Context: an optimization exercise on an open-source flow, tuned for small area and a short achievable clock period. The choices shown serve that exercise and are no tape-out recipe. At most, simulation tests tie the RTL to the original design; equivalence was not proved.

==> flow/design.v (excerpt) <==
module filter_mlab
               (
                i_clk,
                i_clk_enable,
                i_reset_n,
                filter_in,
                filter_out
                );
Size: roughly 260 flip-flops.
==> module filter_mlab, before the edit <==
module filter_mlab
               (
                i_clk,
                i_clk_enable,
                i_reset_n,
                filter_in,
                filter_out
                );
  input   i_clk;
  input   i_clk_enable;
  input   i_reset_n;
  input   signed [17:0] filter_in;
  output  signed [17:0] filter_out;
  reg  [3:0] cur_count;             
  reg  [3:0] vcnt;                  
  reg  signed [17:0] r [0:10];
  reg  signed [17:0] output_register;
  reg        is_s;                  
  reg  [3:0] sel1;                  
  reg  [3:0] sel2;                  
  wire [3:0] cnt_n  = is_s ? 4'd0 : cur_count + 4'd1;
  wire [3:0] vcnt_n = (is_s && vcnt != 4'd11) ? vcnt + 4'd1 : vcnt;
  function v;
    input [3:0] vc;
    input [3:0] a;
    v = (a < vc);
  endfunction
  reg [3:0] s1_n, s2_n;
  always @* begin
    s1_n = 4'd0;
    s2_n = 4'd0;
    case (cnt_n)
      4'd0: begin s1_n[0] = v(vcnt_n, 4'd7);  s2_n[0] = v(vcnt_n, 4'd6); end
      4'd1: begin s1_n[1] = v(vcnt_n, 4'd1);  s2_n[1] = v(vcnt_n, 4'd1); end
      4'd2: begin s1_n[1] = v(vcnt_n, 4'd7);  s2_n[0] = v(vcnt_n, 4'd7); end
      4'd3: begin s1_n[2] = v(vcnt_n, 4'd2);                             end
      4'd4: begin s1_n[3] = v(vcnt_n, 4'd9);  s2_n[2] = v(vcnt_n, 4'd5); end
      4'd5: begin s1_n[2] = v(vcnt_n, 4'd3);                             end
      4'd6: begin s1_n[3] = v(vcnt_n, 4'd10);                            end
      4'd7: begin s1_n[0] = v(vcnt_n, 4'd5);  s2_n[3] = v(vcnt_n, 4'd5); end
      default: begin s1_n[1] = v(vcnt_n, 4'd10); s2_n[1] = v(vcnt_n, 4'd10); end
    endcase
  end
  always @(posedge i_clk or negedge i_reset_n)
    if (!i_reset_n) begin
      cur_count <= 4'd8;
      vcnt      <= 4'd0;
      is_s      <= 1'b1;
      sel1      <= 4'd0;
      sel2      <= 4'd0;
    end
    else if (i_clk_enable) begin
      cur_count <= cnt_n;
      vcnt      <= vcnt_n;
      is_s      <= (cnt_n == 4'd8);
      sel1      <= s1_n;
      sel2      <= s2_n;
    end
  integer i;
  always @(posedge i_clk)
    if (i_clk_enable) begin
      r[0] <= is_s ? filter_in : r[10];
      for (i = 1; i < 11; i = i + 1)
        r[i] <= r[i-1];
    end
  wire [24:0] x5  = {{7{r[5][17]}},  r[5]};
  wire [24:0] x8  = {{7{r[8][17]}},  r[8]};
  wire [24:0] x10 = {{7{r[10][17]}}, r[10]};
  wire [24:0] v1 = ({25{sel1[0]}} & x8)
                 | ({25{sel1[1]}} & (x10 << 2))
                 | ({25{sel1[2]}} & (x10 << 3))
                 | ({25{sel1[3]}} & (x8 << 3));
  wire [24:0] v2 = ({25{sel2[0]}} & (x10 << 4))
                 | ({25{sel2[1]}} & x10)
                 | ({25{sel2[2]}} & (x5 << 3))
                 | ({25{sel2[3]}} & (x8 << 2));
  reg  [24:0] acc;
  reg         c1, c2;
  wire [24:0] base = is_s ? 25'd16 : acc;
  wire        ci1  = c1 & ~is_s;
  wire        ci2  = c2 & ~is_s;
  wire [24:0] nv1  = ~v1;
  wire [24:0] hs   = base ^ nv1 ^ v2;
  wire [24:0] hc   = (base & nv1) | (base & v2) | (nv1 & v2);
  wire [8:0]  s0   = {1'b0, hs[7:0]}   + {1'b0, hc[6:0], 1'b1};
  wire [8:0]  s1   = {1'b0, hs[15:8]}  + {1'b0, hc[14:7]} + {8'd0, ci1};
  wire [8:0]  s2   = {hs[24:16]}       + {hc[23:15]}      + {8'd0, ci2};
  always @(posedge i_clk)
    if (i_clk_enable) begin
      acc <= {s2[8:0], s1[7:0], s0[7:0]};
      c1  <= s0[8];
      c2  <= s1[8];
    end
  wire [16:0] hi   = acc[24:8] + {8'd0, c2, 7'd0, c1};
  wire [19:0] q    = {hi, acc[7:5]};
  wire        tie  = (acc[4:0] == 5'd0);
  wire        pos_ovf = ~q[19] & (q[18] | q[17]);
  wire        neg_ovf =  q[19] & ~(q[18] & q[17]);
  wire [17:0] yr   = {q[17:1], q[0] & ~tie};
  wire [17:0] y    = (vcnt == 4'd0) ? 18'd0 :
                     pos_ovf ? 18'h1ffff : neg_ovf ? 18'h20000 : yr;
  always @(posedge i_clk or negedge i_reset_n)
    if (!i_reset_n)
      output_register <= 18'sd0;
    else if (i_clk_enable && is_s)
      output_register <= y;
  assign filter_out = output_register;
endmodule
Settings: LEC_CHECK=0, CAP_MARGIN=20, CORE_MARGIN=2, CORE_UTILIZATION=40, SLEW_MARGIN=20; clock period 10.0 ns.
standard.sh (not shown) runs the stock make flow with config.mk's settings and CLKGATE_MAP_FILE= SYNTH_SCRIPT=/design/flow/synth_recipe.tcl, a recipe that flattens the netlist after the stock synthesis.
==> flow/flow/run.sh <==
#!/bin/bash
# Standard ORFS layout (the standard.sh, unchanged synthesis) with a
# tighter setup-repair target so that timing repair works towards a short
# achieved period. The clock period and constraints are not changed.
set -o pipefail
bash standard.sh SETUP_SLACK_MARGIN=7.0  finish 2>&1 | tee standard.log
==> next run, changes <==
--- a/flow/design.v
+++ b/flow/design.v
@@ -85,6 +85,8 @@
   wire [24:0] hc   = (base & nv1) | (base & v2) | (nv1 & v2);
   wire [8:0]  s0   = {1'b0, hs[7:0]}   + {1'b0, hc[6:0], 1'b1};
-  wire [8:0]  s1   = {1'b0, hs[15:8]}  + {1'b0, hc[14:7]} + {8'd0, ci1};
-  wire [8:0]  s2   = {hs[24:16]}       + {hc[23:15]}      + {8'd0, ci2};
+  wire [9:0]  s1w  = {1'b0, hs[15:8], 1'b1} + {1'b0, hc[14:7], ci1};
+  wire [9:0]  s2w  = {hs[24:16], 1'b1}      + {hc[23:15], ci2};
+  wire [8:0]  s1   = s1w[9:1];
+  wire [8:0]  s2   = s2w[9:1];
   always @(posedge i_clk)
     if (i_clk_enable) begin
After rerunning: The new run went through all stages and came out clean; worst setup slack is better by 450 ps; count of clock-buffer cells in the layout fell by 5; register-to-register slack improves by 450 ps; flip-flop and latch count does not change; global-route usage came out lower by 0.21 points; wire length falls by a few percent; non-clock buffer count decreases by 1; synthesized area hardly moves.
Function not checked in the first run of this note: the RTL went through the layout flow alone.

[afterwards: timing with drivers on the ports]
The results above use ideal ports. As a check the final layouts listed here were re-extracted and re-timed, cells and wires unchanged. Step 1: set_driving_cell puts a clkbuf_16 on i_clk and a buf_2 on each other input, an assumption about the parent block. Step 2 adds t to the input delays and takes it off the output delays; t is the mean of the earliest and latest rising clock arrival at the registers after step 1. Input paths then give back, and output paths get back, about the clock's delay inside the block. Three values: no drivers, after step 1, after step 2; two values: the first two.
run | t, ns | slack for setup (ns) | latest minus earliest clock arrival (ns) | slew at the worst register clock pin (ns)
the first run | 0.593 | 6.440 / 6.440 / 6.440 | 0.039 / 0.038 | 0.06 / 0.06
the second run | 0.592 | 6.890 / 6.886 / 6.406 | 0.018 / 0.018 | 0.06 / 0.06
After both steps setup and hold are still met in every run listed. The setup slack of the second run, which loses most, moves by -0.004 ns with the drivers and by -0.484 ns with both steps.
